What follows belongs to an exercise in optimizing a design on an open flow for small area, a short achievable clock period and few clock cycles per item; a production flow would make more cautious choices. Only simulation tests tie the RTL to the original design; equivalence was not proved.

Design Polygon, start of the top module:
module Polygon #(
    parameter HALF_EYE_ANGLE = 520
)
(
    input clk,
    input rst_n,
    output reg oReadReq,
    input iRAMBusy,
    output [19:0] oRAMAddr,
    input  [15:0] iRAMData,
    input [19:0] iRAMPointCount,
    output [13:0] oAddr,
    input signed [15:0] iMemData,
    input [13:0] iPointCount,
    input signed [15:0] iAlpha, iBeta, iGamma,
    input iUseRAM,
    input i3D,
    input iStart,
    output oFinish,
    input iLineDrawRead,
    output signed [15:0] oU1, oU2, oV1, oV2,
    output oPointValid,
    output oIsRed
);
localparam T_A = 2'd0, T_B = 2'd1, T_G = 2'd2;
reg run, fin;
reg mRAM, m3D;
reg [15:0] pA, pB, pG;
reg [13:0] NP;               
assign oFinish = fin;
always @(posedge clk) begin
    if (!run) begin
        mRAM <= iUseRAM;
        m3D <= i3D;
        pA <= iAlpha;
        pB <= iBeta;
        pG <= iGamma;
        NP <= iUseRAM ? iRAMPointCount[13:0] : {iPointCount[12:0], 1'b0};
    end
end
function automatic [1:0] ptype(input [2:0] p);
    ptype = (p[2]) ? T_G : (p[1] ? T_B : T_A);
endfunction
  ...
Size in the first run: about 6700 cells after synthesis, ~0.071 sq mm of cells after synthesis.
==> flow/config.mk <==
export PLATFORM = sky130hd
export DESIGN_NAME = Polygon
export DESIGN_NICKNAME = Polygon
export VERILOG_FILES = /design/flow/design.v
export SDC_FILE = /design/flow/constraint.sdc
export NUM_CORES = 4
export LEC_CHECK = 0
export CAP_MARGIN = 20
export CORE_MARGIN = 2
export CORE_UTILIZATION = 40
export SLEW_MARGIN = 20
==> flow/constraint.sdc <==
create_clock -name core_clock -period 12.0 [get_ports {clk}]
set_input_delay 2.4000 -clock core_clock [delete_from_list [all_inputs] [get_ports {clk}]]
set_output_delay 2.4000 -clock core_clock [all_outputs]
set_load 0.01 [all_outputs]
standard.sh (not shown) runs the stock make flow with config.mk's settings and CLKGATE_MAP_FILE= SYNTH_SCRIPT=/design/flow/synth_recipe.tcl, a recipe that flattens the netlist after the stock synthesis.
==> flow/flow/run.sh <==
#!/bin/bash
set -euo pipefail
bash standard.sh SETUP_SLACK_MARGIN=8 finish > standard_flow.log 2>&1
Testbench counts at the start, summed over its fixed seeds: cycles 103,731, lines 3,390.
==> next run, changes <==
--- a/flow/design.v
+++ b/flow/design.v
@@ -271,23 +271,20 @@
 reg ended;                   
 reg oValid, oRed, oLast;
 reg [25:0] O1, O2, Xs;       
 wire [25:0] res = sel ? res1 : res0;
 wire rDone = sel ? mDone1 : mDone0;
 wire rt = sel ? mt1 : mt0;
 wire rL = sel ? mL1 : mL0;
-wire aEmit = (mRAM ? gotFirst : 1'b1) && !ended;
-wire romTake = !mRAM && mDone0 && mDone1 && !oValid && !ended;
-wire ramTake = mRAM && rDone && !oValid && !ended;
-wire take = romTake || ramTake;
-assign aTake0 = mDone0 && (ended || romTake || (ramTake && !sel));
-assign aTake1 = mDone1 && (ended || romTake || (ramTake && sel));
+wire aEmit = (mRAM ? gotFirst : sel) && !ended;
+wire take = rDone && !oValid && !ended;
+assign aTake0 = mDone0 && (ended || (!sel && !oValid));
+assign aTake1 = mDone1 && (ended || (sel && !oValid));
 wire [1:0] lastIdx = NP[1:0] - 2'd1;
-wire isLast = (mRAM ? (rL && ({rt, sel} == lastIdx)) : (mL1 && (mt1 == lastIdx[1]))) &&
-              (rEye || !m3D);
+wire isLast = rL && ({rt, sel} == lastIdx) && (rEye || !m3D);
 wire lineRead = oValid && iLineDrawRead;
 wire aUpd = run && take;
 assign oPointValid = oValid;
 assign oIsRed = oRed;
 assign oU1 = {{3{O1[25]}}, O1[25:13]};
 assign oV1 = {{3{O1[12]}}, O1[12:0]};
 assign oU2 = {{3{O2[25]}}, O2[25:13]};
@@ -326,15 +323,15 @@
                 oValid <= 1'b1;
                 oLast <= isLast;
                 if (isLast) ended <= 1'b1;
             end
             if (m3D) rEye <= !rEye;
             if (!m3D || rEye) begin
                 gotFirst <= 1'b1;
-                if (mRAM) sel <= !sel;
+                sel <= !sel;
             end
         end
     end
 end
 always @(posedge clk) begin
     if (aUpd) begin
         oRed <= rEye;
@@ -342,16 +339,20 @@
             if (gotFirst) O1 <= m3D ? Xs : O2;
             if (gotFirst || !m3D || rEye) O2 <= res;
             if (m3D) begin
                 if (gotFirst) Xs <= O2;
                 else if (!rEye) Xs <= res;
             end
         end else begin
-            O1 <= res0;
-            O2 <= res1;
+            if (!sel) begin
+                if (!rEye) O1 <= res; else Xs <= res;
+            end else begin
+                O2 <= res;
+                if (rEye) O1 <= Xs;
+            end
         end
     end
 end
 endmodule
 module PolyLane (
     input clk,
     input rst_n,
The changed run finished with timing, DRC and antenna clean.
Utilization fell by 0.11 points.
Via count fell by 2.6%.
Sequential share of layout area rose by 0.61 points.
Routed wire length fell by 2.2%.
Hold slack improved by 0.0062 ns.
Testbench counts after the change, summed over its fixed seeds: cycles 108,063, lines 3,390.

[separate check: timing with driven ports]
How much do the figures lean on ideal ports? The routed layouts below were timed once more, with nothing changed but the port constraints. Step 1 (the two cells are an assumption about what drives the block):
set clk [get_ports {clk}]
set_driving_cell -lib_cell sky130_fd_sc_hd__clkbuf_16 $clk
set_driving_cell -lib_cell sky130_fd_sc_hd__buf_2 [delete_from_list [all_inputs] $clk]
Step 2 adds t to the input delays and takes it off the output delays; t is the mean of the earliest and latest rising clock arrival at the registers after step 1. Input paths then give back, and output paths get back, about the clock's delay inside the block. Slacks: ideal ports / drivers / drivers and shift; pairs: ideal ports / drivers.
run | t (ns) | setup slack, ns | clock arrival spread, ns
the first run | 0.883 | 7.601 / 7.601 / 7.393 | 0.062 / 0.062
the second run | 0.865 | 7.731 / 7.731 / 7.479 | 0.061 / 0.061
After both steps setup and hold are still met in every run listed. For the second run, which loses most, drivers alone change the setup slack by 0.000 ns; drivers and shift together by -0.252 ns.
